This is an optimization exercise on Yosys and OpenROAD, whose aim is small area and a short achievable clock period, not a production implementation.
In this exercise RTL edits were held to simulation tests only and were not proved equivalent to the original.
Power and IR drop assume default switching activity.

## design/flow/config.mk

```make
export PLATFORM = sky130hd
export DESIGN_NAME = ProcessCore
export DESIGN_NICKNAME = ProcessCore
export VERILOG_FILES = /design/flow/design.v
export SDC_FILE = /design/flow/constraint.sdc
export NUM_CORES = 4
export LEC_CHECK = 0
export ABC_CLOCK_PERIOD_IN_PS = 2000
export CAP_MARGIN = 20
export CORE_MARGIN = 2
export CORE_UTILIZATION = 40
export SETUP_SLACK_MARGIN = 3.5
export SLEW_MARGIN = 20
export TNS_END_PERCENT = 5
```

## design/flow/constraint.sdc

```tcl
create_clock -name core_clock -period 6.0 [get_ports {clk}]
set_input_delay 1.2000 -clock core_clock [delete_from_list [all_inputs] [get_ports {clk}]]
set_output_delay 1.2000 -clock core_clock [all_outputs]
set_load 0.01 [all_outputs]
```

## design/flow/design.v

```verilog
module sk_carry #(parameter W = 64, parameter L = 6) (
    input  [W-1:0] a,
    input  [W-1:0] b,
    input          cin,
    output [W-1:0] c,
    output         cout
);
    reg [W:0] g, p, gn, pn;
    integer l, i, j;
    always @* begin
        g = {a & b, cin};
        p = {a ^ b, 1'b0};
        for (l = 0; l < L; l = l + 1) begin
            gn = g;
            pn = p;
            for (i = 0; i <= W; i = i + 1) begin
                if (i & (1 << l)) begin
                    j = ((i >> l) << l) - 1;
                    gn[i] = g[i] | (p[i] & g[j]);
                    pn[i] = p[i] & p[j];
                end
            end
            g = gn;
            p = pn;
        end
    end
    assign c = g[W-1:0];
    assign cout = g[W];
endmodule
module AccumulateConfigLogic(
    input clk,
    input reset,
    input [63:0] instruction,
    input [63:0] data_in,
    output reg [63:0] accumulate_result,
    output reg bp_signal  
);
    reg [31:0] capacity_counter;
    reg [27:0] sum_candidate_counter;
    reg accumulate_enabled;
    wire [3:0] opcode = instruction[63:60];
    wire op_cfg = (opcode == 4'h1);
    wire op_acc = (opcode == 4'h2);
    wire op_dis = (opcode == 4'h3);
    wire can_acc = accumulate_enabled && (|capacity_counter) && (|sum_candidate_counter);
    wire do_acc = op_acc && can_acc;
    wire [63:0] acc_p = accumulate_result ^ data_in;
    wire [63:0] acc_c;
    wire acc_cout;
    sk_carry #(64, 7) acc_carry (.a(accumulate_result), .b(data_in), .cin(1'b0), .c(acc_c), .cout(acc_cout));
    wire [63:0] acc_t0 = do_acc ? acc_p : accumulate_result;
    wire [63:0] acc_t1 = do_acc ? ~acc_p : accumulate_result;
    wire [63:0] acc_next = (acc_c & acc_t1) | (~acc_c & acc_t0);
    always @(posedge clk or posedge reset) begin
        if (reset) begin
            capacity_counter <= 32'd10;
            sum_candidate_counter <= 28'd5;
            accumulate_result <= 64'd0;
            bp_signal <= 1'b0;
            accumulate_enabled <= 1'b0;
        end else begin
            if (op_cfg) begin
                capacity_counter <= instruction[31:0];
                sum_candidate_counter <= instruction[59:32];
            end else if (do_acc) begin
                capacity_counter <= capacity_counter - 32'd1;
                sum_candidate_counter <= sum_candidate_counter - 28'd1;
            end
            accumulate_result <= acc_next;
            if (op_cfg)
                accumulate_enabled <= 1'b1;
            else if (op_dis)
                accumulate_enabled <= 1'b0;
            if (op_cfg)
                bp_signal <= 1'b0;
            else if (op_acc)
                bp_signal <= !can_acc;
        end
    end
endmodule
module ProcessCore(
    input clk,
    input reset,
    input [63:0] instruction,
    output reg [63:0] mem_address,
    output reg mem_read_enable,
    output reg [63:0] data_to_accumulate,
    output reg accumulate_enable,
    output reg backpressure,
    output reg [63:0] to_on_switch_buffer,
    input [63:0] from_on_switch_buffer,
    output [63:0] accumulate_result,
    output reg write_enable_swap_reg,
    input [63:0] from_accumulate_logic,
    input [3:0] sum_sel,
    output reg [63:0] sum_value,
    output reg [31:0] sum_count
);
reg [3:0] opcode;
reg [43:0] address_field;
reg [15:0] data_field;
reg [15:0] sum_valid;
reg [63:0] SumValue[0:15];
reg [31:0] SumCandidateCounter[0:15];
reg [31:0] cur_lo;
reg [31:0] cur_hi;
reg [31:0] cur_cnt;
reg        pend_en;
reg [3:0]  pend_idx;
reg [31:0] pend_lo;
reg        pend_k;
reg [31:0] pend_xhi;
reg [31:0] pend_chi;
wire [3:0] upd_idx = data_field[3:0];
wire [3:0] nxt_idx = instruction[3:0];
wire [31:0] x_lo = from_accumulate_logic[31:0];
wire [31:0] x_hi = from_accumulate_logic[63:32];
wire [31:0] lo_c;
wire lo_k;
sk_carry #(32, 6) lo_carry (.a(cur_lo), .b(x_lo), .cin(1'b0), .c(lo_c), .cout(lo_k));
wire [31:0] lo_new = cur_lo ^ x_lo ^ lo_c;
wire [31:0] hi_new = pend_chi + pend_xhi + {31'd0, pend_k};
wire [63:0] pend_sum = {hi_new, pend_lo};
wire [31:0] new_cnt = cur_cnt + 32'd1;
wire nxt_fwd1 = accumulate_enable && (upd_idx == nxt_idx);
wire nxt_fwd2 = pend_en && (pend_idx == nxt_idx);
wire cur_fwd = pend_en && (pend_idx == upd_idx);
wire [63:0] nxt_sum_tab = sum_valid[nxt_idx] ? SumValue[nxt_idx] : 64'd0;
wire [31:0] nxt_cnt_tab = sum_valid[nxt_idx] ? SumCandidateCounter[nxt_idx] : 32'd0;
wire rd_fwd = pend_en && (pend_idx == sum_sel);
integer i;
always @(posedge clk) begin
    for (i = 0; i < 16; i = i + 1) begin
        if (pend_en && pend_idx == i)
            SumValue[i] <= pend_sum;
        if (accumulate_enable && upd_idx == i)
            SumCandidateCounter[i] <= new_cnt;
    end
    cur_lo <= nxt_fwd1 ? lo_new : nxt_fwd2 ? pend_lo : nxt_sum_tab[31:0];
    cur_hi <= nxt_fwd2 ? hi_new : nxt_sum_tab[63:32];
    cur_cnt <= nxt_fwd1 ? new_cnt : nxt_cnt_tab;
    pend_idx <= upd_idx;
    pend_lo <= lo_new;
    pend_k <= lo_k;
    pend_xhi <= x_hi;
    pend_chi <= cur_fwd ? hi_new : cur_hi;
end
always @(posedge clk or posedge reset) begin
    if (reset) begin
        pend_en <= 1'b0;
        sum_valid <= 16'd0;
        sum_value <= 64'd0;
        sum_count <= 32'd0;
    end else begin
        pend_en <= accumulate_enable;
        if (accumulate_enable)
            sum_valid[upd_idx] <= 1'b1;
        sum_value <= rd_fwd ? pend_sum : (sum_valid[sum_sel] ? SumValue[sum_sel] : 64'd0);
        sum_count <= sum_valid[sum_sel] ? SumCandidateCounter[sum_sel] : 32'd0;
    end
end
wire bp_from_accumulate_logic;
AccumulateConfigLogic accumulateConfigLogic(
    .clk(clk),
    .reset(reset),
    .instruction(instruction),
    .data_in(from_accumulate_logic),
    .accumulate_result(accumulate_result),
    .bp_signal(bp_from_accumulate_logic)
);
always @(posedge clk) begin
    address_field <= instruction[59:16];
    data_field <= instruction[15:0];
end
always @(posedge clk or posedge reset) begin
    if (reset) begin
        mem_read_enable <= 1'b0;
        mem_address <= 64'd0;
        data_to_accumulate <= 64'd0;
        accumulate_enable <= 1'b0;
        backpressure <= 1'b0;
        to_on_switch_buffer <= 64'd0;
        write_enable_swap_reg <= 1'b0;
        opcode <= 4'd0;
    end else begin
        opcode <= instruction[63:60];
        case (opcode)
            4'd1: begin
                mem_read_enable <= 1'b1;
                mem_address <= {address_field, 20'b0};
            end
            4'd2: write_enable_swap_reg <= 1'b1;
            4'd3: begin
                accumulate_enable <= 1'b1;
                data_to_accumulate <= {48'b0, data_field};
            end
            4'd4: ;
            4'd5: to_on_switch_buffer <= {48'b0, data_field};
            default: begin
                mem_read_enable <= 1'b0;
                write_enable_swap_reg <= 1'b0;
                accumulate_enable <= 1'b0;
            end
        endcase
        backpressure <= bp_from_accumulate_logic;
    end
end
endmodule
```

## design/flow/run.sh

```bash
#!/bin/bash
# synth_recipe.tcl (not shown) runs the flow's synth.tcl, then flattens the netlist and writes it again
# the make line also repeats each setting of config.mk as NAME=value (left out here)
make -C /OpenROAD-flow-scripts/flow DESIGN_CONFIG=/design/flow/config.mk WORK_HOME=/design/flow/orfs CLKGATE_MAP_FILE= SYNTH_SCRIPT=/design/flow/synth_recipe.tcl finish
```

==> results of run 1 <==
placed cells by master, fill, tap and decap left out, types with 103 or more instances in the layout:
cell             count
mux2_2             103
dfrtp_1            317
o22ai_1            126
o21ai_0            161
nand3_1            231
conb_1             116
nand2_1            295
dfxtp_1            251
buf_4              304
a221oi_1           187
clkbuf_16          234
edfxtp_1          1536
nand4_1            217
a21oi_1            266
a22oi_1            988
nor2_1             145
a22o_1             181
clkdlybuf4s50_1    323
report_power, final:
group / internal [mW] / switching [mW] / total [mW]
logic: 2.95 / 3.83 / 6.78
clock network: 8.41 / 6.08 / 14.5
registers: 17.1 / 0.934 / 18.1
total: 28.5 / 10.8 / 39.3
cell usage after synthesis, drive strengths merged, types with 14 or more instances:
master	number	share of area, %
o211ai	14	0.13
mux2	107	1.3
nand3	236	1.3
clkbuf	370	1.5
edfxtp	1536	51
o31ai	75	0.63
nor4	20	0.15
a21oi	286	1.6
xor2	62	0.60
nor3	87	0.49
a211oi	32	0.27
or3	23	0.16
xnor2	78	0.76
a221oi	188	1.8
buf	208	1.4
inv	68	0.28
o221ai	66	0.64
o21ai	192	1.1
and3	23	0.16
a22o	181	1.8
o21bai	15	0.13
nand2b	30	0.21
ha	132	1.8
nand4	217	1.5
nand2	306	1.3
o22ai	132	0.92
o21a	19	0.16
a21o	73	0.61
dfxtp	257	5.7
nor2	200	0.83
a22oi	989	8.3
dfrtp	319	8.9
and2	14	0.10
critical path: stages (launching register included):
cell       delay, ns
dfxtp_4         0.38
fa_2            0.41
fa_2            0.37
a211o_1         0.29
a21o_1          0.22
a211oi_4        0.32
o31ai_4         0.14
a2111oi_4       0.32
buf_4           0.20
o21ai_2         0.10
a31oi_4         0.28
xnor2_4         0.20
mux2_4          0.35
path summary, 6_finish.rpt:
path	from	end	slack [ns]	cells past startpoint
worst min register to register	accumulateConfigLogic.bp_signal$_DFFE_PP0P_	backpressure$_DFF_PP0_	0.44	0
worst min-delay path	accumulateConfigLogic.bp_signal$_DFFE_PP0P_	backpressure$_DFF_PP0_	0.44	0
min in group asynchronous	reset	accumulateConfigLogic.accumulate_result[0]$_DFFE_PP0P_	0.83	3
max in group asynchronous	reset	sum_count[1]$_DFF_PP0_	4.35	3
worst max register to register	pend_k$_DFF_P_	pend_chi[26]$_DFF_P_	2.23	12
worst max-delay path	pend_k$_DFF_P_	pend_chi[26]$_DFF_P_	2.23	12
repair_timing:
action,4_1_cts,5_1_grt
cloned,5,21
resized for setup,323,268
pin swaps,73,85
buffers inserted,85,101
setup endpoints to repair,2473,2409
hold buffers,0,0
cells by family after synthesis:
logic type / share of synthesized area [%]
compound gates: 19.0
buf+inv: 3.20
xor+xnor: 1.36
other cells: 0.00417
flops: 66.0
simple gates: 6.72
mux: 1.70
fa+ha+maj: 1.99
final cells by class:
type	instances	area, um^2
Timing Repair inverter	2	15.0
Antenna cell	7	17.5
Timing Repair Buffer	826	8540
Sequential cell	2116	59400
Tap cell	2992	3740
Inverter	68	265
Fill cell	19000	114000
Clock inverter	143	1680
Clock buffer	278	6040
Multi-Input combinational cell	4106	30800
routing by layer:
layer  up-vias  global-route usage, %
met3      1406                   8.96
met4        14                   12.9
met2      6441                   43.5
met5         -                      0
met1     34500                   39.0
li1      28300                      -
stage by stage:
stage	hold WS [ns]	setup WS, ns	power (mW)
finish	0.437	2.23	39.3
global route	0.457	2.22	40.5
CTS	0.431	2.34	38.6
detailed placement	0.415	0.783	23.8
global placement	0.402	0.762	23.7
floorplan	0.329	0.495	21.2
==> summary.txt, run 1 <==
status finished clean; Design Area, Final 0.111 mm^2; Synth cell types 91; CTS Sinks 2116; placement-stage cell area 0.0984 mm^2; DIE HEIGHT 478 um; RD Place Congestion 0.891; share of cells above drive strength 1 17.5%; wire length per cell 33.9 um; worst-case vdd ir drop 0.323 mV; DR iter-0 viols 12000; wire length on met1 129000 um; P&R area growth vs syn 22.8%; clock tree buffer depth 3; Root Driver clkbuf_16; die width 478 um; Setup Skew 0.0628 ns; IO Count 554; number of flip-flops in the largest register 1024; Ys Warns 6; Hold Vio Cnt, Final 0; Mapped Cells 6750; registers with the most flip-flops SumValue: 1024 flops, SumCandidateCounter: 512 flops, sum_value: 64 flops; drt drc 0; max cap viols 0; first-pass GRT wire length 488000 um; highest attainable clock frequency 265 MHz; Die Footprint 0.229 mm^2; ys flop type edfxtp_1; Total GRT Usage 29.1%; Met3 Wirelength 55200 um; Slew @ Worst Pin 1.22 ns; leak pwr 38.3 nW; Slew headroom 18.1%; WL met2 152000 um; crit path max fanout 5; post-route antenna net violation count 0; final core occ 49.3%; pin count of the biggest net entering global routing 126; CTS buffer count 221; Port Buffers 373; drt first pass iters 10; Tcrit/Tclk final 62.8%; Final nets 7678; Post-synth EDFFs 1536; Non-Filler Instances 10500; htree depth 4; Rows 174; Syn Area/Cell 13.3 um^2; initial antenna violation count 18; Syn Std Cell Area 0.0900 mm^2; Max Slew Vio Count 0; Seq/Total Area, Yosys 66.0%; CP Launch Type flop; Crit Path Category reg2reg; Top Metal Used met5; RSZ-0062 raised after global routing true; hold crit path type reg2reg; minimum clock period 3.77 ns; register bit total from synthesis 2116; crit end category flop; core area 0.224 mm^2; ys async rst share 15.3%; power density over the cells 356 mW/mm^2; vias in the first global route 68500; Worst-path clk slew 0.07 ns; TritonCTS clock tree built; setup TNS 0 ns; post-DP HPWL 185000 um; most flop-heavy register SumValue; placed cells 9895; # setup viols final 0; vias 70700; starting density of the core 40.1%; final wirelength 357000 um; vias per inst 6.71; CP Data Arrival Time 4.51 ns; Congestion Overflow GR 0; clk latency of the worst-skew pair 0.89 ns; Req. time, crit path 6.74 ns
==> run 2, diff against run 1 <==
--- a/design/flow/design.v
+++ b/design/flow/design.v
@@ -44,4 +44,30 @@
     wire op_dis = (opcode == 4'h3);
-    wire can_acc = accumulate_enabled && (|capacity_counter) && (|sum_candidate_counter);
+    reg can_acc;
     wire do_acc = op_acc && can_acc;
+    wire [31:0] cap_borrow;
+    wire [27:0] scc_borrow;
+    genvar gi;
+    generate
+        for (gi = 0; gi < 32; gi = gi + 1) begin : cb
+            if (gi == 0) begin : z
+                assign cap_borrow[gi] = 1'b1;
+            end else begin : nz
+                assign cap_borrow[gi] = ~|capacity_counter[gi-1:0];
+            end
+        end
+        for (gi = 0; gi < 28; gi = gi + 1) begin : sb
+            if (gi == 0) begin : z
+                assign scc_borrow[gi] = 1'b1;
+            end else begin : nz
+                assign scc_borrow[gi] = ~|sum_candidate_counter[gi-1:0];
+            end
+        end
+    endgenerate
+    wire [31:0] cap_dec = capacity_counter ^ cap_borrow;
+    wire [27:0] scc_dec = sum_candidate_counter ^ scc_borrow;
+    wire cap_dec_nz = |capacity_counter[31:1];
+    wire scc_dec_nz = |sum_candidate_counter[27:1];
+    wire next_en = op_cfg ? 1'b1 : op_dis ? 1'b0 : accumulate_enabled;
+    wire next_cap_nz = op_cfg ? (|instruction[31:0]) : do_acc ? cap_dec_nz : (|capacity_counter);
+    wire next_scc_nz = op_cfg ? (|instruction[59:32]) : do_acc ? scc_dec_nz : (|sum_candidate_counter);
     wire [63:0] acc_p = accumulate_result ^ data_in;
@@ -57,2 +83,3 @@
             sum_candidate_counter <= 28'd5;
+            can_acc <= 1'b0;
             accumulate_result <= 64'd0;
@@ -65,5 +92,6 @@
             end else if (do_acc) begin
-                capacity_counter <= capacity_counter - 32'd1;
-                sum_candidate_counter <= sum_candidate_counter - 28'd1;
-            end
+                capacity_counter <= cap_dec;
+                sum_candidate_counter <= scc_dec;
+            end
+            can_acc <= next_en && next_cap_nz && next_scc_nz;
             accumulate_result <= acc_next;
@@ -117,9 +145,2 @@
 wire [31:0] x_hi = from_accumulate_logic[63:32];
-wire [31:0] lo_c;
-wire lo_k;
-sk_carry #(32, 6) lo_carry (.a(cur_lo), .b(x_lo), .cin(1'b0), .c(lo_c), .cout(lo_k));
-wire [31:0] lo_new = cur_lo ^ x_lo ^ lo_c;
-wire [31:0] hi_new = pend_chi + pend_xhi + {31'd0, pend_k};
-wire [63:0] pend_sum = {hi_new, pend_lo};
-wire [31:0] new_cnt = cur_cnt + 32'd1;
 wire nxt_fwd1 = accumulate_enable && (upd_idx == nxt_idx);
@@ -129,2 +150,29 @@
 wire [31:0] nxt_cnt_tab = sum_valid[nxt_idx] ? SumCandidateCounter[nxt_idx] : 32'd0;
+wire [31:0] lo_c;
+wire lo_k;
+sk_carry #(32, 6) lo_carry (.a(cur_lo), .b(x_lo), .cin(1'b0), .c(lo_c), .cout(lo_k));
+wire [31:0] lo_p = cur_lo ^ x_lo;
+wire [31:0] lo_new = (lo_c & ({32{accumulate_enable}} & ~lo_p)) | (~lo_c & ({32{accumulate_enable}} & lo_p));
+wire [31:0] nxt_lo_alt = nxt_fwd2 ? pend_lo : nxt_sum_tab[31:0];
+wire [31:0] nxt_lo_t0 = nxt_fwd1 ? lo_p : nxt_lo_alt;
+wire [31:0] nxt_lo_t1 = nxt_fwd1 ? ~lo_p : nxt_lo_alt;
+wire [31:0] nxt_lo = (lo_c & nxt_lo_t1) | (~lo_c & nxt_lo_t0);
+wire [31:0] hi_c;
+wire hi_cout;
+sk_carry #(32, 6) hi_carry (.a(pend_chi), .b(pend_xhi), .cin(pend_k), .c(hi_c), .cout(hi_cout));
+wire [31:0] hi_p = pend_chi ^ pend_xhi;
+wire [31:0] hi_new = (hi_c & ({32{pend_en}} & ~hi_p)) | (~hi_c & ({32{pend_en}} & hi_p));
+wire [63:0] pend_sum = {hi_new, pend_lo};
+wire [31:0] cnt_carry;
+genvar gi;
+generate
+    for (gi = 0; gi < 32; gi = gi + 1) begin : cc
+        if (gi == 0) begin : z
+            assign cnt_carry[gi] = 1'b1;
+        end else begin : nz
+            assign cnt_carry[gi] = &cur_cnt[gi-1:0];
+        end
+    end
+endgenerate
+wire [31:0] new_cnt = {32{accumulate_enable}} & (cur_cnt ^ cnt_carry);
 wire rd_fwd = pend_en && (pend_idx == sum_sel);
@@ -138,3 +186,3 @@
     end
-    cur_lo <= nxt_fwd1 ? lo_new : nxt_fwd2 ? pend_lo : nxt_sum_tab[31:0];
+    cur_lo <= nxt_lo;
     cur_hi <= nxt_fwd2 ? hi_new : nxt_sum_tab[63:32];
--- a/design/flow/config.mk
+++ b/design/flow/config.mk
@@ -11,4 +11,4 @@
 export CORE_UTILIZATION = 40
-export SETUP_SLACK_MARGIN = 3.5
+export SETUP_SLACK_MARGIN = 3.2
 export SLEW_MARGIN = 20
-export TNS_END_PERCENT = 5
+export TNS_END_PERCENT = 20
==> run 2 against run 1 <==
Cell area is 0.10% lower. Count of clock-buffer cells in the layout is 13 higher. First-iteration DRC count grew 4.2%. Clock skew increased by 0.044 ns. Register-to-register slack better by 0.34 ns. Maximum frequency rose by 9.9%. Critical endpoint is now sum_value[63]$_DFF_PP0_. Synthesized area barely moved. Die area about the same. Setup slack gained 0.34 ns. Still clean. Largest cell class unchanged.
==> summary.txt, run 2 <==
pin count of the biggest net entering global routing 119 (-5.6%); htree depth 4 (unchanged); Hold Vio Cnt, Final 0 (unchanged); ys async rst share 15.3% (+0.040 points); clock tree buffer depth 3 (unchanged); post-DP HPWL 196000 um (+5.9%); register-to-register setup slack 2.57 ns (+0.34 ns); CTS Sinks 2117 (+0.047%); hold crit path type reg2reg; most common cell after layout, fill and taps aside edfxtp_1; initial antenna violation count 17 (-1); # setup viols final 0 (unchanged); Hold Startpoint accumulateConfigLogic.bp_signal$_DFFE_PP0P_; Syn Area/Cell 13.3 um^2 (+0.16%); Slew headroom 10.7% (-7.5 points); Die Footprint 0.229 mm^2 (about the same); Req. time, crit path 6.70 ns (-0.04 ns); Hold Path Depth 0 (unchanged); IO Count 554 (unchanged); starting density of the core 40.1% (about the same); vias 71100 (+0.53%); RR Startpoint pend_xhi[0]$_DFF_P_; worst-case vdd ir drop 0.263 mV (-19%); Reg-to-Reg End sum_value[63]$_DFF_PP0_; max cap viols 0 (unchanged); top cell type's share of synthesized area 51.3% (about the same); most flop-heavy register SumValue; power density over the cells 338 mW/mm^2 (-5.0%); critical path's largest stage delay 0.42 ns (about the same); Syn Std Cell Area 0.0899 mm^2 (about the same); P&R area growth vs syn 22.7% (about the same); CP Data Arrival Time 4.12 ns (-0.39 ns); clk latency of the worst-skew pair 0.93 ns (+0.04 ns); most frequent cells in the layout edfxtp_1, a22oi_1, buf_4; Slew @ Worst Pin 1.34 ns (+0.120 ns); Ys Warns 6 (unchanged); registers with the most flip-flops SumValue: 1024 flops, SumCandidateCounter: 512 flops, sum_value: 64 flops; setup ws final 2.57 ns (+0.340 ns); Area contributors post-synth edfxtp_1, dfrtp_1, a22oi_1, dfxtp_1, a221oi_1; setup TNS 0 ns (unchanged); synth cell count leaders edfxtp_1, a22oi_1, clkbuf_1, dfrtp_1, nand2_1; RSZ-0062 raised after global routing true; die width 478 um (about the same); Final nets 7701 (+0.30%); status finished clean; DR iter-0 viols 12500 (+4.2%); register bit total from synthesis 2117 (+0.047%); share of cells above drive strength 1 18.1% (+0.53 points); highest attainable clock frequency 292 MHz (+9.9%); Total GRT Usage 30.7% (+1.5 points); RD Place Congestion 0.888 (-0.34%); final wirelength 367000 um (+2.7%); Rows 174 (unchanged); Hold Path Sink backpressure$_DFF_PP0_; Crit Path Category reg2reg; final core occ 49.2% (-0.050 points); number of flip-flops in the largest register 1024 (unchanged); CP max stage cell dfxtp_4; Root Driver clkbuf_16; DIE HEIGHT 478 um (about the same); ys flop type edfxtp_1; leak pwr 38.2 nW (-0.20%); drt drc 0 (unchanged); Congestion Overflow GR 0 (unchanged); Worst-path clk slew 0.06 ns (about the same); CTS buffer count 220 (-0.45%); Hold Slack 0.419 ns (-0.0176 ns); drt first pass iters 7 (-3); dpl ws 0.915 ns (+0.132 ns); worst path cell trace ha_4 -> a21oi_4 -> o211ai_1 -> a32o_2 -> a21o_4 -> a211oi_4 -> o31ai_4 -> buf_12 -> a21oi_4 -> buf_12 -> o21bai_4 -> xnor2_2 -> buf_6 -> o21ai_4; vias in the first global route 69200 (+0.93%); TritonCTS clock tree built; crit end category flop; Synth cell types 83 (-8.8%); Mapped Cells 6738 (-0.18%); Tcrit/Tclk final 57.1% (-5.7 points); Setup Skew 0.107 ns (+0.0441 ns); core area 0.224 mm^2 (unchanged); Max Slew Vio Count 0 (unchanged); vias per inst 6.73 (+0.33%); crit path max fanout 5 (unchanged); minimum clock period 3.43 ns (-0.340 ns); wire length per cell 34.7 um (+2.5%); count leader, synth edfxtp_1; # hold bufs at CTS 0 (unchanged); Port Buffers 373 (unchanged); R2R depth 14 (+2); area leader, netlist edfxtp_1; Final Power 37.3 mW (-5.1%); Post-synth EDFFs 1536 (unchanged); CP Launch Type flop; Seq/Total Area, Yosys 66.0% (about the same); first-pass GRT wire length 507000 um (+3.9%); post-route antenna net violation count 0 (unchanged)
-- run 2: changes by cell type after synthesis, moves of 24 or more --
cell	delta
buf_2	+24
o21ai_0	+24
nor3_1	-32
a22oi_1	-67
and2_1	+44
a221oi_1	+38
a22o_1	+32
-- run 2: per-stage QoR --
step                instance area, um^2  cells
detailed placement                98300   9882
finish                           110000  10600
floorplan                         90400   6853
CTS                              109000  10500
global placement                  98300   9882
global route                     110000  10500
-- run 2: per-layer routing --
metal / GRT usage (%) / vias up / part of all wire (%)
met5: 0 / - / 0.037
met4: 16.2 / 20 / 6.5
met3: 9.69 / 1638 / 15
met2: 46.2 / 6376 / 43
met1: 39.5 / 34900 / 35
li1: - / 28200 / -
-- run 2: worst max-delay path by stage --
| stage | start | end | slack, ns | cells after the start |
|---|---|---|---|---|
| 2_1_floorplan | reset | async pin | 0.48 | 1 |
| 3_3_place_gp | from_accumulate_logic[1] | flop | 0.91 | 12 |
| 3_5_place_dp | from_accumulate_logic[1] | flop | 0.92 | 12 |
| 4_1_cts | sum_value[43]$_DFF_PP0_ | sum_value[43] | 2.69 | 1 |
| 5_1_grt | pend_xhi[0]$_DFF_P_ | pend_chi[10]$_DFF_P_ | 2.56 | 13 |
| 6_report | pend_xhi[0]$_DFF_P_ | sum_value[63]$_DFF_PP0_ | 2.57 | 14 |
-- run 2: report_power, final --
group          total [mW]  internal (mW)  switching, mW
clock network        14.2           8.19           6.02
registers            16.9           16.3          0.569
logic                6.26           2.86           3.40
total                37.3           27.3           10.0
-- run 2: repair_timing --
action	in CTS	in global routing
setup endpoints to repair	2080	2028
pin swaps	111	64
cloned	16	10
gates resized for setup	456	197
setup buffers	146	73
-- run 2: area by class of cell --
class,instances,area [um^2]
tap,2992,3740
timing repair buffer,855,8840
clock inverter,129,1460
clock buffer,291,6060
fill,19200,114000
inverter,58,233
timing repair inverter,1,7.51
multi-input combinational,4104,30600
antenna,13,32.5
sequential,2117,59400
-- run 2: critical path, delay by kind of cell, from the launching register on --
family                   cells  cell delay [ns]
AO/OA/AOI/OAI                9             1.92
XOR/XNOR                     1             0.13
flip-flops                   1             0.42
buffers and inverters        3             0.46
adder cells (fa/ha/maj)      1             0.23
-- run 2: kinds of logic (layout without fill, tap and decap cells) --
group,after synthesis,after routing,share of synthesized area (%)
other,1,129,0.00417
buffers and inverters,647,1334,3.25
AND/OR/NAND/NOR,1255,1270,7.00
XOR/XNOR,175,175,1.70
multiplexers,126,126,1.67
adder cells (fa/ha/maj),146,146,2.03
flip-flops,2117,2117,66.0
AO/OA/AOI/OAI,2271,2271,18.3
==> run 3, diff against run 2 <==
--- a/design/flow/design.v
+++ b/design/flow/design.v
@@ -132,4 +132,4 @@
 reg [31:0] SumCandidateCounter[0:15];
-reg [31:0] cur_lo;
-reg [31:0] cur_hi;
+reg [39:0] cur_lo;
+reg [23:0] cur_hi;
 reg [31:0] cur_cnt;
@@ -137,10 +137,10 @@
 reg [3:0]  pend_idx;
-reg [31:0] pend_lo;
+reg [39:0] pend_lo;
 reg        pend_k;
-reg [31:0] pend_xhi;
-reg [31:0] pend_chi;
+reg [23:0] pend_xhi;
+reg [23:0] pend_chi;
 wire [3:0] upd_idx = data_field[3:0];
 wire [3:0] nxt_idx = instruction[3:0];
-wire [31:0] x_lo = from_accumulate_logic[31:0];
-wire [31:0] x_hi = from_accumulate_logic[63:32];
+wire [39:0] x_lo = from_accumulate_logic[39:0];
+wire [23:0] x_hi = from_accumulate_logic[63:40];
 wire nxt_fwd1 = accumulate_enable && (upd_idx == nxt_idx);
@@ -150,16 +150,16 @@
 wire [31:0] nxt_cnt_tab = sum_valid[nxt_idx] ? SumCandidateCounter[nxt_idx] : 32'd0;
-wire [31:0] lo_c;
+wire [39:0] lo_c;
 wire lo_k;
-sk_carry #(32, 6) lo_carry (.a(cur_lo), .b(x_lo), .cin(1'b0), .c(lo_c), .cout(lo_k));
-wire [31:0] lo_p = cur_lo ^ x_lo;
-wire [31:0] lo_new = (lo_c & ({32{accumulate_enable}} & ~lo_p)) | (~lo_c & ({32{accumulate_enable}} & lo_p));
-wire [31:0] nxt_lo_alt = nxt_fwd2 ? pend_lo : nxt_sum_tab[31:0];
-wire [31:0] nxt_lo_t0 = nxt_fwd1 ? lo_p : nxt_lo_alt;
-wire [31:0] nxt_lo_t1 = nxt_fwd1 ? ~lo_p : nxt_lo_alt;
-wire [31:0] nxt_lo = (lo_c & nxt_lo_t1) | (~lo_c & nxt_lo_t0);
-wire [31:0] hi_c;
+sk_carry #(40, 6) lo_carry (.a(cur_lo), .b(x_lo), .cin(1'b0), .c(lo_c), .cout(lo_k));
+wire [39:0] lo_p = cur_lo ^ x_lo;
+wire [39:0] lo_new = (lo_c & ({40{accumulate_enable}} & ~lo_p)) | (~lo_c & ({40{accumulate_enable}} & lo_p));
+wire [39:0] nxt_lo_alt = nxt_fwd2 ? pend_lo : nxt_sum_tab[39:0];
+wire [39:0] nxt_lo_t0 = nxt_fwd1 ? lo_p : nxt_lo_alt;
+wire [39:0] nxt_lo_t1 = nxt_fwd1 ? ~lo_p : nxt_lo_alt;
+wire [39:0] nxt_lo = (lo_c & nxt_lo_t1) | (~lo_c & nxt_lo_t0);
+wire [23:0] hi_c;
 wire hi_cout;
-sk_carry #(32, 6) hi_carry (.a(pend_chi), .b(pend_xhi), .cin(pend_k), .c(hi_c), .cout(hi_cout));
-wire [31:0] hi_p = pend_chi ^ pend_xhi;
-wire [31:0] hi_new = (hi_c & ({32{pend_en}} & ~hi_p)) | (~hi_c & ({32{pend_en}} & hi_p));
+sk_carry #(24, 5) hi_carry (.a(pend_chi), .b(pend_xhi), .cin(pend_k), .c(hi_c), .cout(hi_cout));
+wire [23:0] hi_p = pend_chi ^ pend_xhi;
+wire [23:0] hi_new = (hi_c & ({24{pend_en}} & ~hi_p)) | (~hi_c & ({24{pend_en}} & hi_p));
 wire [63:0] pend_sum = {hi_new, pend_lo};
@@ -187,3 +187,3 @@
     cur_lo <= nxt_lo;
-    cur_hi <= nxt_fwd2 ? hi_new : nxt_sum_tab[63:32];
+    cur_hi <= nxt_fwd2 ? hi_new : nxt_sum_tab[63:40];
     cur_cnt <= nxt_fwd1 ? new_cnt : nxt_cnt_tab;
--- a/design/flow/config.mk
+++ b/design/flow/config.mk
@@ -10,5 +10,8 @@
 export CORE_MARGIN = 2
-export CORE_UTILIZATION = 40
-export SETUP_SLACK_MARGIN = 3.2
+export CORE_UTILIZATION = 60
+export CTS_BUF_LIST = sky130_fd_sc_hd__clkbuf_16 sky130_fd_sc_hd__clkbuf_8
+export CTS_CLUSTER_DIAMETER = 60
+export CTS_CLUSTER_SIZE = 30
+export PLACE_DENSITY = 0.7
+export SETUP_SLACK_MARGIN = 3.1
 export SLEW_MARGIN = 20
-export TNS_END_PERCENT = 20
==> run 3 against run 2 <==
Hold slack improved by 0.0052 ns. Clock skew down 0.063 ns. Sequential share of layout area rose by 1.5 points. Critical path type is now in2reg. Highest routed layer unchanged.
==> summary.txt, run 3 <==
die width 390 um (-18%); Buf/Inv on CP 1 (-2); final wirelength 348000 um (-5.0%); core area 0.148 mm^2 (-34%); number of flip-flops in the largest register 1024 (unchanged); Hold Path Sink pend_chi[20]$_DFF_P_; DIE HEIGHT 390 um (-18%); Setup Skew 0.0441 ns (-0.0628 ns); # setup viols final 0 (unchanged); clk latency of the worst-skew pair 0.84 ns (-0.09 ns); P&R area growth vs syn 19.9%; CP max stage cell or4b_4; Largest delay share family, worst path simple AND/OR/NAND/NOR gates; Syn Area/Cell 13.3 um^2 (-0.67%); Area contributors post-synth edfxtp_1, dfrtp_1, a22oi_1, dfxtp_1, ha_1; DR iter-0 viols 14100 (+13%); Root Driver clkbuf_16; RSZ-0062 raised after global routing true; Total GRT Usage 44.0% (+13 points); Slew headroom 8.03% (-2.6 points); Hold Vio Cnt, Final 0 (unchanged); CP Data Arrival Time 4.09 ns (-0.03 ns); CTS Sinks 2109 (-0.38%); crit path max fanout 3 (-2); TritonCTS clock tree built; hold crit path type reg2reg; ys flop type edfxtp_1; register-to-register setup slack 2.73 ns (+0.16 ns); Congestion Overflow GR 0 (unchanged); status finished clean; post-route antenna net violation count 0 (unchanged); setup TNS 0 ns (unchanged); fillers 9486 (-50%); Ys Warns 7 (+1); Seq/Total Area, Yosys 66.3% (+0.24 points); most frequent cells in the layout edfxtp_1, a22oi_1, buf_4; area leader, netlist edfxtp_1; Mapped Cells 6741 (+0.045%); Tcrit/Tclk final 55.9% (-1.2 points); Final Power 34.2 mW (-8.3%); area of the multi-input gates 0.0312 mm^2 (+2.0%); crit end category flop; met3 Use GR 20.0% (+10 points); met1 Use GR 57.7% (+18 points); Synth cell types 77 (-7.2%); Max Slew Vio Count 0 (unchanged); vias per inst 7.65 (+14%); post-DP HPWL 183000 um (-6.5%); Port Buffers 373 (unchanged); register bit total from synthesis 2109 (-0.38%); RD Place Congestion 0.942 (+6.1%); most flop-heavy register SumValue; IO Count 554 (unchanged); Worst-path clk slew 0.09 ns (+0.03 ns); power density over the cells 320 mW/mm^2 (-5.5%); most common cell after layout, fill and taps aside edfxtp_1; Final nets 7645 (-0.73%); share of cells above drive strength 1 18.6% (+0.52 points); worst-case vdd ir drop 0.307 mV (+17%); highest attainable clock frequency 298 MHz (+2.2%); CTS buffer count 139 (-37%); first-pass GRT wire length 481000 um (-5.2%); count leader, synth edfxtp_1; drt first pass iters 10 (+3); Hold Startpoint cur_hi[20]$_DFF_P_; leak pwr 37.8 nW (-1.2%); Syn Std Cell Area 0.0894 mm^2 (-0.62%); initial antenna violation count 22 (+5); Req. time, crit path 6.74 ns (+0.04 ns); setup ws final 2.65 ns (+0.0747 ns); FF+latch area 0.0592 mm^2 (-0.31%); CP Launch Type input port; Hold Path Depth 2 (+2); vias 71600 (+0.81%); max cap viols 0 (unchanged); critical path's largest stage delay 0.53 ns (+0.11 ns); dpl ws 0.918 ns (+0.00243 ns); wire length per cell 37.2 um (+7.1%); starting density of the core 60.5% (+20 points); Post-synth EDFFs 1536 (unchanged); clock tree buffer depth 3 (unchanged); # hold bufs at CTS 0 (unchanged); registers with the most flip-flops SumValue: 1024 flops, SumCandidateCounter: 512 flops, sum_value: 64 flops; busiest grt layer met2; worst path cell trace clkdlybuf4s15_2 -> ha_4 -> nand4_1 -> nor2_4 -> nand2_1 -> o22ai_4 -> nor3_4 -> o31a_1 -> o311a_1 -> or4b_4 -> o211ai_2 -> xor2_1; top cell type's share of synthesized area 51.6% (+0.32 points); GR Util met2 61.5% (+15 points); Slew @ Worst Pin 1.38 ns (+0.0393 ns); R2R depth 12 (-2); final core occ 72.5% (+23 points); ys async rst share 15.4% (+0.058 points); drt drc 0 (unchanged); pin count of the biggest net entering global routing 92 (-23%); minimum clock period 3.35 ns (-0.0747 ns); Die Footprint 0.152 mm^2 (-33%); Crit Path Category in2reg; htree depth 4 (unchanged); Rows 141 (-19%); vias in the first global route 68000 (-1.7%); synth cell count leaders edfxtp_1, a22oi_1, clkbuf_1, dfrtp_1, nand2_1; Critical Path Source from_accumulate_logic[43]
run 3: worst register-to-register path, stage by stage, from the launching register on:
cell      delay [ns]
dfrtp_1         0.44
ha_4            0.32
buf_4           0.13
nand2_1         0.08
o31ai_2         0.26
o22ai_2         0.20
o221ai_4        0.27
nor3_4          0.10
o31a_1          0.29
o311a_1         0.33
or4b_4          0.53
o211ai_2        0.10
xor2_1          0.16
run 3: repair_timing:
item	4_1_cts	5_1_grt
pin swaps	157	96
setup buffers	182	56
gates cloned	21	14
resized for setup	900	255
setup endpoints to repair	1756	595
run 3: kinds of logic (layout without fill, tap and decap cells):
kind of cell / after synthesis / after routing / share of synthesized area, %
flops: 2109 / 2109 / 66.3
buf+inv: 645 / 1199 / 3.20
mux: 104 / 104 / 1.40
xor+xnor: 181 / 181 / 1.77
fa+ha+maj: 146 / 146 / 2.04
compound gates: 2305 / 2305 / 18.3
simple gates: 1250 / 1260 / 6.99
other cells: 1 / 132 / 0.00420
run 3: cell type report:
type                            count  share of cell area, %
Antenna cell                       16                 0.0374
Clock buffer                      153                   3.54
Clock inverter                    107                   1.19
Inverter                           60                  0.244
Multi-Input combinational cell   4112                   29.1
Sequential cell                  2109                   55.3
Tap cell                         1930                   2.25
Timing Repair Buffer              873                   8.28
Timing Repair inverter              6                 0.0374
run 3: worst max path at each step:
stage	endpoint	slack, ns	depth (start not counted)
floorplan	async pin	0.48	1
global placement	cur_lo[9]$_DFF_P_	0.90	11
detailed placement	flop	0.92	12
CTS	flop	2.73	13
global route	flop	2.59	13
finish	flop	2.65	12
run 3: layer usage:
layer | vias up | routed length, um
li1 | 28000 | -
met1 | 34200 | 114000
met2 | 7511 | 142000
met3 | 1939 | 67800
met4 | 28 | 24600
met5 | - | 621
run 3: stage by stage:
stage / hold slack (ns) / cells / instance area (um^2)
after detailed placement: 0.409 / 8816 / 96500
after CTS: 0.426 / 9279 / 105000
final: 0.425 / 9366 / 107000
after global routing: 0.452 / 9355 / 107000
after global placement: 0.396 / 8816 / 96500
after floorplan: 0.329 / 6856 / 90000
run 3: report_power, final:
part	switching (mW)	internal (mW)
Combinational	3.67	2.94
Sequential	0.620	16.2
Clock	5.53	5.25
Total	9.82	24.4
==> run 4, diff against run 3 <==
--- a/design/flow/design.v
+++ b/design/flow/design.v
@@ -132,4 +132,4 @@
 reg [31:0] SumCandidateCounter[0:15];
-reg [39:0] cur_lo;
-reg [23:0] cur_hi;
+reg [31:0] cur_lo;
+reg [31:0] cur_hi;
 reg [31:0] cur_cnt;
@@ -137,10 +137,12 @@
 reg [3:0]  pend_idx;
-reg [39:0] pend_lo;
+reg [31:0] pend_lo;
 reg        pend_k;
-reg [23:0] pend_xhi;
-reg [23:0] pend_chi;
+reg [31:0] pend_hi0;
+reg [31:0] pend_hi1;
+reg [15:0] cnt_we;
+reg [15:0] sum_we;
 wire [3:0] upd_idx = data_field[3:0];
 wire [3:0] nxt_idx = instruction[3:0];
-wire [39:0] x_lo = from_accumulate_logic[39:0];
-wire [23:0] x_hi = from_accumulate_logic[63:40];
+wire [31:0] x_lo = from_accumulate_logic[31:0];
+wire [31:0] x_hi = from_accumulate_logic[63:32];
 wire nxt_fwd1 = accumulate_enable && (upd_idx == nxt_idx);
@@ -150,17 +152,21 @@
 wire [31:0] nxt_cnt_tab = sum_valid[nxt_idx] ? SumCandidateCounter[nxt_idx] : 32'd0;
-wire [39:0] lo_c;
+wire [31:0] hi_new = pend_k ? pend_hi1 : pend_hi0;
+wire [63:0] pend_sum = {hi_new, pend_lo};
+wire [31:0] lo_c;
 wire lo_k;
-sk_carry #(40, 6) lo_carry (.a(cur_lo), .b(x_lo), .cin(1'b0), .c(lo_c), .cout(lo_k));
-wire [39:0] lo_p = cur_lo ^ x_lo;
-wire [39:0] lo_new = (lo_c & ({40{accumulate_enable}} & ~lo_p)) | (~lo_c & ({40{accumulate_enable}} & lo_p));
-wire [39:0] nxt_lo_alt = nxt_fwd2 ? pend_lo : nxt_sum_tab[39:0];
-wire [39:0] nxt_lo_t0 = nxt_fwd1 ? lo_p : nxt_lo_alt;
-wire [39:0] nxt_lo_t1 = nxt_fwd1 ? ~lo_p : nxt_lo_alt;
-wire [39:0] nxt_lo = (lo_c & nxt_lo_t1) | (~lo_c & nxt_lo_t0);
-wire [23:0] hi_c;
-wire hi_cout;
-sk_carry #(24, 5) hi_carry (.a(pend_chi), .b(pend_xhi), .cin(pend_k), .c(hi_c), .cout(hi_cout));
-wire [23:0] hi_p = pend_chi ^ pend_xhi;
-wire [23:0] hi_new = (hi_c & ({24{pend_en}} & ~hi_p)) | (~hi_c & ({24{pend_en}} & hi_p));
-wire [63:0] pend_sum = {hi_new, pend_lo};
+sk_carry #(32, 6) lo_carry (.a(cur_lo), .b(x_lo), .cin(1'b0), .c(lo_c), .cout(lo_k));
+wire [31:0] lo_p = cur_lo ^ x_lo;
+wire [31:0] lo_new = (lo_c & ({32{accumulate_enable}} & ~lo_p)) | (~lo_c & ({32{accumulate_enable}} & lo_p));
+wire [31:0] nxt_lo_alt = nxt_fwd2 ? pend_lo : nxt_sum_tab[31:0];
+wire [31:0] nxt_lo_t0 = nxt_fwd1 ? lo_p : nxt_lo_alt;
+wire [31:0] nxt_lo_t1 = nxt_fwd1 ? ~lo_p : nxt_lo_alt;
+wire [31:0] nxt_lo = (lo_c & nxt_lo_t1) | (~lo_c & nxt_lo_t0);
+wire [31:0] hi_base = cur_fwd ? hi_new : cur_hi;
+wire [31:0] hi_p = hi_base ^ x_hi;
+wire [31:0] hi_c0, hi_c1;
+wire hi_k0, hi_k1;
+sk_carry #(32, 6) hi_carry0 (.a(hi_base), .b(x_hi), .cin(1'b0), .c(hi_c0), .cout(hi_k0));
+sk_carry #(32, 6) hi_carry1 (.a(hi_base), .b(x_hi), .cin(1'b1), .c(hi_c1), .cout(hi_k1));
+wire [31:0] hi0 = (hi_c0 & ({32{accumulate_enable}} & ~hi_p)) | (~hi_c0 & ({32{accumulate_enable}} & hi_p));
+wire [31:0] hi1 = (hi_c1 & ({32{accumulate_enable}} & ~hi_p)) | (~hi_c1 & ({32{accumulate_enable}} & hi_p));
 wire [31:0] cnt_carry;
@@ -178,2 +184,5 @@
 wire rd_fwd = pend_en && (pend_idx == sum_sel);
+wire opcode_other = !(opcode == 4'd1 || opcode == 4'd2 || opcode == 4'd3 ||
+                      opcode == 4'd4 || opcode == 4'd5);
+wire acc_en_next = (opcode == 4'd3) || (accumulate_enable && !opcode_other);
 integer i;
@@ -181,5 +190,5 @@
     for (i = 0; i < 16; i = i + 1) begin
-        if (pend_en && pend_idx == i)
+        if (sum_we[i])
             SumValue[i] <= pend_sum;
-        if (accumulate_enable && upd_idx == i)
+        if (cnt_we[i])
             SumCandidateCounter[i] <= new_cnt;
@@ -187,3 +196,3 @@
     cur_lo <= nxt_lo;
-    cur_hi <= nxt_fwd2 ? hi_new : nxt_sum_tab[63:40];
+    cur_hi <= nxt_fwd2 ? hi_new : nxt_sum_tab[63:32];
     cur_cnt <= nxt_fwd1 ? new_cnt : nxt_cnt_tab;
@@ -192,4 +201,4 @@
     pend_k <= lo_k;
-    pend_xhi <= x_hi;
-    pend_chi <= cur_fwd ? hi_new : cur_hi;
+    pend_hi0 <= hi0;
+    pend_hi1 <= hi1;
 end
@@ -198,2 +207,4 @@
         pend_en <= 1'b0;
+        cnt_we <= 16'd0;
+        sum_we <= 16'd0;
         sum_valid <= 16'd0;
@@ -203,4 +214,6 @@
         pend_en <= accumulate_enable;
-        if (accumulate_enable)
-            sum_valid[upd_idx] <= 1'b1;
+        for (i = 0; i < 16; i = i + 1)
+            cnt_we[i] <= acc_en_next && (nxt_idx == i);
+        sum_we <= cnt_we;
+        sum_valid <= sum_valid | cnt_we;
         sum_value <= rd_fwd ? pend_sum : (sum_valid[sum_sel] ? SumValue[sum_sel] : 64'd0);
==> run 4 against run 3 <==
Still clean. Routed wire length hardly changed. Via count is 0.23% higher. Sequential power hardly changed. Non-clock buffer count is 75 lower. Power is 1.1% higher. Largest power group unchanged.
==> summary.txt, run 4 <==
status finished clean; Setup Skew 0.0470 ns (+0.00298 ns); crit end category flop; P&R area growth vs syn 18.7%; hold crit path type reg2reg; Die Footprint 0.155 mm^2 (+2.2%); Hold Path Depth 0 (-2); Hold Vio Cnt, Final 0 (unchanged); starting density of the core 60.3% (-0.16 points); Req. time, crit path 6.66 ns (-0.08 ns); clock tree buffer depth 3 (unchanged); Total GRT Usage 43.7% (-0.34 points); htree depth 4 (unchanged); Final nets 7691 (+0.60%); register-to-register setup slack 2.31 ns (-0.42 ns); Clock Power Share 32.1% (+0.6 points); Sw Share 28.5% (-0.16 points); Tcrit/Tclk final 61.5% (+5.6 points); Mapped Cells 6881 (+2.1%); number of flip-flops in the largest register 1024 (unchanged); vias 71800 (+0.23%); crit path max fanout 22 (+19); Slew @ Worst Pin 1.27 ns (-0.109 ns); wire length per cell 36.6 um (-1.5%); vias per inst 7.55 (-1.3%); Hold Startpoint data_field[2]$_DFF_P_; core area 0.152 mm^2 (+2.5%); post-route antenna net violation count 0 (unchanged); register bit total from synthesis 2149 (+1.9%); Syn Area/Cell 13.3 um^2 (+0.16%); CP Launch Type flop; Top Metal Used met5; RR Startpoint pend_idx[2]$_DFF_P_; post-DP HPWL 176000 um (-3.7%); registers with the most flip-flops SumValue: 1024 flops, SumCandidateCounter: 512 flops, sum_value: 64 flops; DIE HEIGHT 394 um (+1.1%); CTS Sinks 2149 (+1.9%); post-synthesis compound-gate area fraction 18.5% (+0.18 points); TritonCTS clock tree built; Flop pwr share 49.2% (about the same); fillers 10100 (+6.1%); clk latency of the worst-skew pair 0.84 ns (about the same); Worst-path clk slew 0.08 ns (about the same); Synth Area in Adders 1.99% (-0.059 points); P_sw 9.87 mW (+0.50%); Synth cell types 89 (+16%); # setup viols final 0 (unchanged); Met3 Wirelength 61800 um (-8.8%); Ys Warns 6 (-1); setup TNS 0 ns (unchanged); Congestion Overflow GR 0 (unchanged); most frequent cells in the layout edfxtp_1, a22oi_1, nand2_1; area leader, netlist edfxtp_1; Critical Path Source pend_idx[2]$_DFF_P_; RSZ-0062 raised after global routing true; WL met2 146000 um (+2.9%); most flop-heavy register SumValue; first-pass GRT wire length 489000 um (+1.8%); count leader, synth edfxtp_1; max cap viols 0 (unchanged); XOR/XNOR Fraction of Synth Area 1.64% (-0.13 points); ys flop type edfxtp_1; worst path cell trace xor2_2 -> nor4_4 -> buf_12 -> buf_16 -> nor2_1 -> a21oi_2 -> inv_1 -> ha_1 -> nor2b_4 -> o21ai_2 -> a21o_1 -> a21boi_2 -> o21ai_4 -> a21o_4 -> a211oi_4 -> o21ai_1 -> a21boi_0 -> nor3_1; share of cells above drive strength 1 17.9% (-0.73 points); Post-synth EDFFs 1536 (unchanged); DR iter-0 viols 12700 (-9.8%); most common cell after layout, fill and taps aside edfxtp_1; top cell type's share of synthesized area 50.5% (-1.1 points); CTS buffer count 145 (+4.3%); Hold Path Sink pend_idx[2]$_DFF_P_; critical path's largest stage delay 0.36 ns (-0.17 ns); # hold bufs at CTS 0 (unchanged); final wirelength 349000 um (about the same); drt first pass iters 10 (unchanged); Hold Slack 0.414 ns (-0.0105 ns); wire length on met1 114000 um (+0.18%); initial antenna violation count 20 (-9.1%); Reg-to-Reg End pend_hi1[27]$_DFF_P_; Synth Area in Simple Gates 7.05% (+0.059 points); Gate power share 18.6% (-0.7 points); Rows 143 (+1.4%); RD Place Congestion 0.909 (-3.5%); IO Count 554 (unchanged); ys async rst share 16.6% (+1.2 points); drt drc 0 (unchanged); minimum clock period 3.69 ns (+0.337 ns); CP max stage cell dfxtp_4; R2R depth 18 (+6); Area contributors post-synth edfxtp_1, dfrtp_1, a22oi_1, dfxtp_1, a221oi_1; mux share of post-synthesis cell area 1.65% (+0.25 points); Slew headroom 15.4% (+7.4 points); Int Power 24.7 mW (+1.3%); Crit Path Category reg2reg; highest attainable clock frequency 271 MHz (-9.1%); Root Driver clkbuf_16; pin count of the biggest net entering global routing 161 (+75%); synth cell count leaders edfxtp_1, a22oi_1, clkbuf_1, dfrtp_1, nand2_1; worst-case vdd ir drop 0.337 mV (+9.7%); leak pwr 38.4 nW (+1.7%); Syn Std Cell Area 0.0914 mm^2 (+2.2%); power density over the cells 319 mW/mm^2 (-0.18%); vias in the first global route 69700 (+2.6%); Final Power 34.6 mW (+1.1%); die width 394 um (+1.1%); CP Data Arrival Time 4.35 ns (+0.26 ns); Max Slew Vio Count 0 (unchanged); Port Buffers 373 (unchanged); main combinational cell family by area after synthesis compound AO/OA/AOI/OAI gates; Seq/Total Area, Yosys 65.9% (-0.40 points)
==> run 4: cell count changes after synthesis, sizes merged, moves of 36 or more <==
cell,previous run,this run
o31ai,98,53
a22oi,1018,801
a221oi,169,297
o2111ai,3,41
a22o,167,258
buf,191,239
mux2i,8,44
o22ai,193,133
a21oi,306,270
o21ai,179,235
==> run 4: per-layer routing <==
metal | up-vias | global-route usage [%]
met5 | - | 0
met4 | 16 | 26.6
met3 | 1931 | 16.9
met2 | 7168 | 62.9
met1 | 34300 | 56.0
li1 | 28400 | -
==> run 4: through the flow <==
step / std cells / utilization [%] / setup WS, ns / area [um^2]
finish: 9512 / 71.6 / 2.31 / 108000
detailed placement: 8988 / 65.2 / 0.937 / 98800
floorplan: 6996 / - / 0.0329 / 93000
CTS: 9439 / 70.8 / 2.31 / 107000
global placement: 8987 / 65.2 / 0.763 / 98800
global route: 9502 / 71.6 / 2.17 / 108000
==> run 4: cells by family after synthesis <==
logic type	after synthesis
compound gates	2312
flops	2149
simple gates	1292
buf+inv	681
xor+xnor	171
fa+ha+maj	145
mux	130
other cells	1
==> run 4: power by group through the flow <==
stage / sequential (mW) / combinational [mW] / clock (mW)
final: 17.0 / 6.45 / 11.1
after global routing: 17.1 / 6.86 / 11.6
after CTS: 17.0 / 5.91 / 11.1
after detailed placement: 17.3 / 5.43 / 0
after global placement: 17.3 / 5.32 / 0
after floorplan: 17.4 / 3.27 / 0
==> run 4: worst max-delay path, delay by kind of cell, from the launching register on <==
| family | cells | cell delay (ns) |
|---|---|---|
| AO/OA/AOI/OAI | 9 | 1.69 |
| AND/OR/NAND/NOR | 4 | 0.60 |
| buffers and inverters | 3 | 0.45 |
| flip-flops | 1 | 0.36 |
| adder cells (fa/ha/maj) | 1 | 0.22 |
| XOR/XNOR | 1 | 0.18 |
==> run 4: repair_timing <==
item,CTS,global route
endpoints found under the setup margin,888,477
cloned,24,1
endpoints found under the hold margin,0,0
gates resized for setup,738,207
setup buffers,158,60
pin swaps,109,115
==> run 4: layout make-up <==
cell class	count	area [um^2]	share of cell area, %
Antenna cell	12	30.0	0.0277
Clock buffer	159	3950	3.64
Timing Repair Buffer	798	8250	7.61
Tap cell	2030	2540	2.34
Multi-Input combinational cell	4173	31800	29.3
Clock inverter	110	1320	1.21
Sequential cell	2149	60300	55.6
Inverter	81	308	0.284
==> run 4: worst max path at each step <==
stage	endpoint	slack, ns	cells past startpoint
final	pend_hi1[27]$_DFF_P_	2.31	18
after global routing	pend_hi0[30]$_DFF_P_	2.17	17
after CTS	pend_hi0[30]$_DFF_P_	2.31	18
after detailed placement	cur_cnt[18]$_DFF_P_	0.94	9
after global placement	cur_hi[23]$_DFF_P_	0.76	8
after floorplan	async pin	0.03	1
==> run 5, diff against run 4 <==
--- a/design/flow/design.v
+++ b/design/flow/design.v
@@ -18,2 +18,31 @@
                     j = ((i >> l) << l) - 1;
+                    gn[i] = g[i] | (p[i] & g[j]);
+                    pn[i] = p[i] & p[j];
+                end
+            end
+            g = gn;
+            p = pn;
+        end
+    end
+    assign c = g[W-1:0];
+    assign cout = g[W];
+endmodule
+module ks_carry #(parameter W = 64, parameter L = 6) (
+    input  [W-1:0] a,
+    input  [W-1:0] b,
+    input          cin,
+    output [W-1:0] c,
+    output         cout
+);
+    reg [W:0] g, p, gn, pn;
+    integer l, i, j;
+    always @* begin
+        g = {a & b, cin};
+        p = {a ^ b, 1'b0};
+        for (l = 0; l < L; l = l + 1) begin
+            gn = g;
+            pn = p;
+            for (i = 0; i <= W; i = i + 1) begin
+                if (i >= (1 << l)) begin
+                    j = i - (1 << l);
                     gn[i] = g[i] | (p[i] & g[j]);
@@ -75,3 +104,3 @@
     wire acc_cout;
-    sk_carry #(64, 7) acc_carry (.a(accumulate_result), .b(data_in), .cin(1'b0), .c(acc_c), .cout(acc_cout));
+    ks_carry #(64, 7) acc_carry (.a(accumulate_result), .b(data_in), .cin(1'b0), .c(acc_c), .cout(acc_cout));
     wire [63:0] acc_t0 = do_acc ? acc_p : accumulate_result;
@@ -149,3 +178,2 @@
 wire nxt_fwd2 = pend_en && (pend_idx == nxt_idx);
-wire cur_fwd = pend_en && (pend_idx == upd_idx);
 wire [63:0] nxt_sum_tab = sum_valid[nxt_idx] ? SumValue[nxt_idx] : 64'd0;
@@ -163,21 +191,23 @@
 wire [31:0] nxt_lo = (lo_c & nxt_lo_t1) | (~lo_c & nxt_lo_t0);
-wire [31:0] hi_base = cur_fwd ? hi_new : cur_hi;
-wire [31:0] hi_p = hi_base ^ x_hi;
+wire [31:0] hi_p = cur_hi ^ x_hi;
 wire [31:0] hi_c0, hi_c1;
 wire hi_k0, hi_k1;
-sk_carry #(32, 6) hi_carry0 (.a(hi_base), .b(x_hi), .cin(1'b0), .c(hi_c0), .cout(hi_k0));
-sk_carry #(32, 6) hi_carry1 (.a(hi_base), .b(x_hi), .cin(1'b1), .c(hi_c1), .cout(hi_k1));
+sk_carry #(32, 6) hi_carry0 (.a(cur_hi), .b(x_hi), .cin(1'b0), .c(hi_c0), .cout(hi_k0));
+sk_carry #(32, 6) hi_carry1 (.a(cur_hi), .b(x_hi), .cin(1'b1), .c(hi_c1), .cout(hi_k1));
 wire [31:0] hi0 = (hi_c0 & ({32{accumulate_enable}} & ~hi_p)) | (~hi_c0 & ({32{accumulate_enable}} & hi_p));
 wire [31:0] hi1 = (hi_c1 & ({32{accumulate_enable}} & ~hi_p)) | (~hi_c1 & ({32{accumulate_enable}} & hi_p));
-wire [31:0] cnt_carry;
-genvar gi;
-generate
-    for (gi = 0; gi < 32; gi = gi + 1) begin : cc
-        if (gi == 0) begin : z
-            assign cnt_carry[gi] = 1'b1;
-        end else begin : nz
-            assign cnt_carry[gi] = &cur_cnt[gi-1:0];
-        end
-    end
-endgenerate
+reg [31:0] cnt_carry;
+reg [31:0] cnt_pre, cnt_pn;
+integer cl, ci;
+always @* begin
+    cnt_pre = cur_cnt;
+    for (cl = 0; cl < 5; cl = cl + 1) begin
+        cnt_pn = cnt_pre;
+        for (ci = 0; ci < 32; ci = ci + 1)
+            if (ci & (1 << cl))
+                cnt_pn[ci] = cnt_pre[ci] & cnt_pre[((ci >> cl) << cl) - 1];
+        cnt_pre = cnt_pn;
+    end
+    cnt_carry = {cnt_pre[30:0], 1'b1};
+end
 wire [31:0] new_cnt = {32{accumulate_enable}} & (cur_cnt ^ cnt_carry);
@@ -196,3 +226,3 @@
     cur_lo <= nxt_lo;
-    cur_hi <= nxt_fwd2 ? hi_new : nxt_sum_tab[63:32];
+    cur_hi <= nxt_fwd1 ? (lo_k ? hi1 : hi0) : nxt_fwd2 ? hi_new : nxt_sum_tab[63:32];
     cur_cnt <= nxt_fwd1 ? new_cnt : nxt_cnt_tab;
==> run 5 against run 4 <==
Clock power about the same. Count of clock-buffer cells in the layout is 9 lower. Cell area grew 1.9%. Critical path depth decreased by 8. Non-clock buffer count grew 86. Maximum frequency grew 15%. First-iteration DRC count up 22%. Routed wire length increased by 5.7%. Global-route usage increased by 0.85 points. Setup slack improved by 0.48 ns. Register-to-register slack better by 0.67 ns. Synthesized cell count rose by 4.3%. Critical path type is now in2reg.
==> summary.txt, run 5 <==
Area contributors post-synth edfxtp_1, dfrtp_1, a22oi_1, dfxtp_1, a221oi_1; placed cells 9313 (+3.6%); Root Driver clkbuf_16; Clock Power Share 30.2% (-1.9 points); share of cells above drive strength 1 18.3% (+0.39 points); final wirelength 368000 um (+5.7%); RR Startpoint cur_lo[13]$_DFF_P_; Sw Share 30.1% (+1.6 points); P&R area growth vs syn 18.4%; worst-case vdd ir drop 0.359 mV (+6.5%); ys flop type edfxtp_1; Seq/Total Area, Yosys 64.5% (-1.4 points); synth cell count leaders edfxtp_1, a22oi_1, dfrtp_1, nand2_1, a21oi_1; Gate power share 21.6% (+3.0 points); drt first pass iters 8 (-2); die width 398 um (+1.1%); status finished clean; Final nets 8037 (+4.5%); crit path max fanout 37 (+68%); crit end category flop; wire length on met1 123000 um (+8.1%); Tcrit/Tclk final 53.5% (-8.0 points); Slew @ Worst Pin 1.22 ns (-0.0517 ns); Die Footprint 0.159 mm^2 (+2.1%); drt drc 0 (unchanged); CP Launch Type input port; core area 0.154 mm^2 (+1.8%); TritonCTS clock tree built; Flop pwr share 48.2% (-1.0 points); clock tree buffer depth 3 (unchanged); Mapped Cells 7180 (+4.3%); Non-Filler Instances 9879 (+3.9%); leak pwr 39.4 nW (+2.6%); Req. time, crit path 6.69 ns (+0.03 ns); htree depth 4 (unchanged); Hold Path Sink pend_idx[3]$_DFF_P_; Port Buffers 373 (unchanged); most common cell after layout, fill and taps aside edfxtp_1; post-DP HPWL 199000 um (+13%); RSZ-0062 raised after global routing true; Setup Skew 0.0410 ns (-0.00601 ns); Hold Startpoint data_field[3]$_DFF_P_; Hold Vio Cnt, Final 0 (unchanged); P_sw 10.8 mW (+9.2%); Rows 144 (+0.70%); RD Place Congestion 0.934 (+2.8%); Hold Slack 0.436 ns (+0.0218 ns); most flop-heavy register SumValue; DR iter-0 viols 15500 (+22%); Post-synth EDFFs 1536 (unchanged); highest attainable clock frequency 311 MHz (+15%); Synth cell types 92 (+3.4%); register bit total from synthesis 2149 (unchanged); minimum clock period 3.21 ns (-0.478 ns); most frequent cells in the layout edfxtp_1, a22oi_1, buf_4; starting density of the core 60.5% (+0.22 points); IO Count 554 (unchanged); hold crit path type reg2reg; max cap viols 0 (unchanged); first-pass GRT wire length 505000 um (+3.3%); Congestion Overflow GR 0 (unchanged); vias in the first global route 70900 (+1.7%); Reg-to-Reg End cur_hi[17]$_DFF_P_; # setup viols final 0 (unchanged); setup TNS 0 ns (unchanged); post-route antenna net violation count 0 (unchanged); top cell type's share of synthesized area 49.4% (-1.1 points); number of flip-flops in the largest register 1024 (unchanged); ys async rst share 16.6% (unchanged); CTS Sinks 2149 (unchanged); Max Slew Vio Count 0 (unchanged); CTS buffer count 141 (-2.8%); DIE HEIGHT 398 um (+1.1%); clk latency of the worst-skew pair 0.84 ns (about the same); power density over the cells 324 mW/mm^2 (+1.5%); pin count of the biggest net entering global routing 170 (+5.6%); Syn Std Cell Area 0.0934 mm^2 (+2.1%); vias per inst 7.65 (+1.3%); Top Metal Used met5; Int Power 25.0 mW (+1.1%); Hold Path Depth 0 (unchanged); vias 75600 (+5.2%); Crit Path Category in2reg; initial antenna violation count 18 (-10%); Met3 Wirelength 68000 um (+10%); WL met2 150000 um (+2.7%); Total GRT Usage 44.5% (+0.85 points); R2R depth 13 (-5); # hold bufs at CTS 0 (unchanged); Ys Warns 6 (unchanged); register-to-register setup slack 2.98 ns (+0.67 ns); area leader, netlist edfxtp_1; registers with the most flip-flops SumValue: 1024 flops, SumCandidateCounter: 512 flops, sum_value: 64 flops; wire length per cell 37.3 um (+1.8%); Worst-path clk slew 0.09 ns (about the same); Syn Area/Cell 13.0 um^2 (-2.1%); CP Data Arrival Time 3.90 ns (-0.45 ns); count leader, synth edfxtp_1; Slew headroom 18.8% (+3.4 points)
## run 5: cell count changes after synthesis, moves of 33 or more
cell | before | now
a21oi_1 | 270 | 336
a221oi_1 | 296 | 251
a22oi_1 | 801 | 890
buf_2 | 16 | 123
clkbuf_1 | 361 | 308
mux2i_1 | 44 | 84
nand3_1 | 189 | 234
nor3_1 | 62 | 95
o2111ai_1 | 40 | 0
## run 5: logic make-up (layout without fill, tap and decap cells)
logic type / Yosys count / in the layout / share of synthesized area (%)
AND/OR/NAND/NOR: 1379 / 1385 / 7.44
AO/OA/AOI/OAI: 2458 / 2459 / 18.9
buffers and inverters: 707 / 1220 / 3.52
adder cells (fa/ha/maj): 142 / 142 / 1.90
XOR/XNOR: 152 / 152 / 1.43
flip-flops: 2149 / 2149 / 64.5
multiplexers: 192 / 192 / 2.30
other: 1 / 136 / 0.00402
## run 5: how the worst max path moves through the flow
| stage | to | slack (ns) | startpoint | cells past startpoint |
|---|---|---|---|---|
| 2_1_floorplan | async pin | 0.03 | reset | 1 |
| 3_3_place_gp | cur_cnt[28]$_DFF_P_ | 0.58 | instruction[0] | 10 |
| 3_5_place_dp | cur_lo[4]$_DFF_P_ | 0.71 | instruction[0] | 11 |
| 4_1_cts | flop | 2.95 | from_accumulate_logic[27] | 10 |
| 5_1_grt | cur_hi[19]$_DFF_P_ | 2.89 | from_accumulate_logic[5] | 14 |
| 6_report | cur_hi[8]$_DFF_P_ | 2.79 | instruction[2] | 10 |
## run 5: cell type report
type | count | area (um^2)
Sequential cell | 2149 | 60300
Fill cell | 10200 | 43700
Multi-Input combinational cell | 4446 | 33500
Timing Repair Buffer | 884 | 8860
Clock buffer | 150 | 3720
Tap cell | 2044 | 2560
Clock inverter | 111 | 1240
Inverter | 75 | 285
Antenna cell | 20 | 50.0
## run 5: stage by stage
step	util (%)	area (um^2)	power (mW)	worst slack, ns
6_report	71.6	110000	35.8	2.79
5_1_grt	71.6	110000	36.8	2.89
4_1_cts	70.4	109000	35.0	2.95
3_5_place_dp	65.4	101000	24.2	0.707
3_3_place_gp	65.4	101000	24.1	0.580
2_1_floorplan	-	95200	21.7	0.0329
## run 5: layer usage
metal  GRT usage, %  vias to the layer above
li1               -                    29600
met2           62.3                     7812
met4           26.2                       16
met3           16.5                     1862
met5              0                        -
met1           59.6                    36300
## run 5: worst max-delay path, stage by stage
cell	delay (ns)
clkbuf_4	0.20
buf_12	0.17
buf_4	0.15
nor3_4	0.06
buf_6	0.28
a22o_1	0.34
a221oi_2	0.20
nand4_1	0.44
a22o_1	0.42
a311o_1	0.35
## run 5: timing repair
| item | in CTS | in global routing |
|---|---|---|
| setup buffers | 140 | 116 |
| gates cloned | 16 | 12 |
| pin swaps | 84 | 116 |
| gates resized for setup | 766 | 268 |
| endpoints found under the setup margin | 827 | 305 |
## run 5: power groups by stage
stage | Combinational [mW] | Clock (mW) | Sequential, mW
4_1_cts | 7.04 | 10.7 | 17.2
5_1_grt | 8.18 | 11.3 | 17.3
2_1_floorplan | 4.09 | 0 | 17.6
3_5_place_dp | 6.64 | 0 | 17.6
6_report | 7.74 | 10.8 | 17.2
3_3_place_gp | 6.54 | 0 | 17.6

[static timing again, ports no longer ideal]
The results above use ideal ports. As a check the final layouts listed here were re-extracted and re-timed, cells and wires unchanged.
Step 1 assumes that a clkbuf_16 drives the clock port and a buf_2 every other input.
Step 2 moves the port delays by t, midway between the first and last clock arrival at a register: inputs arrive t later, outputs are due t later. That takes back most of the time a late clock gives input paths.
Slacks: ideal ports / drivers / drivers and shift; pairs: ideal ports / drivers.
| run | t, ns | slack for setup (ns) | worst slew at a driven data input, ns |
|---|---|---|---|
| run 1 | 0.963 | 2.233 / 2.233 / 1.820 | 0.09 |
| run 2 | 0.971 | 2.573 / 2.573 / 2.017 | 0.09 |
| run 3 | 0.905 | 2.648 / 2.703 / 1.798 | 0.12 |
| run 4 | 0.897 | 2.311 / 2.311 / 1.977 | 0.27 |
| run 5 | 0.913 | 2.789 / 2.784 / 1.871 | 0.11 |
After both steps every run listed still meets setup and hold. The setup slack of run 5, which loses most, moves by -0.005 ns with the drivers and by -0.918 ns with both steps.
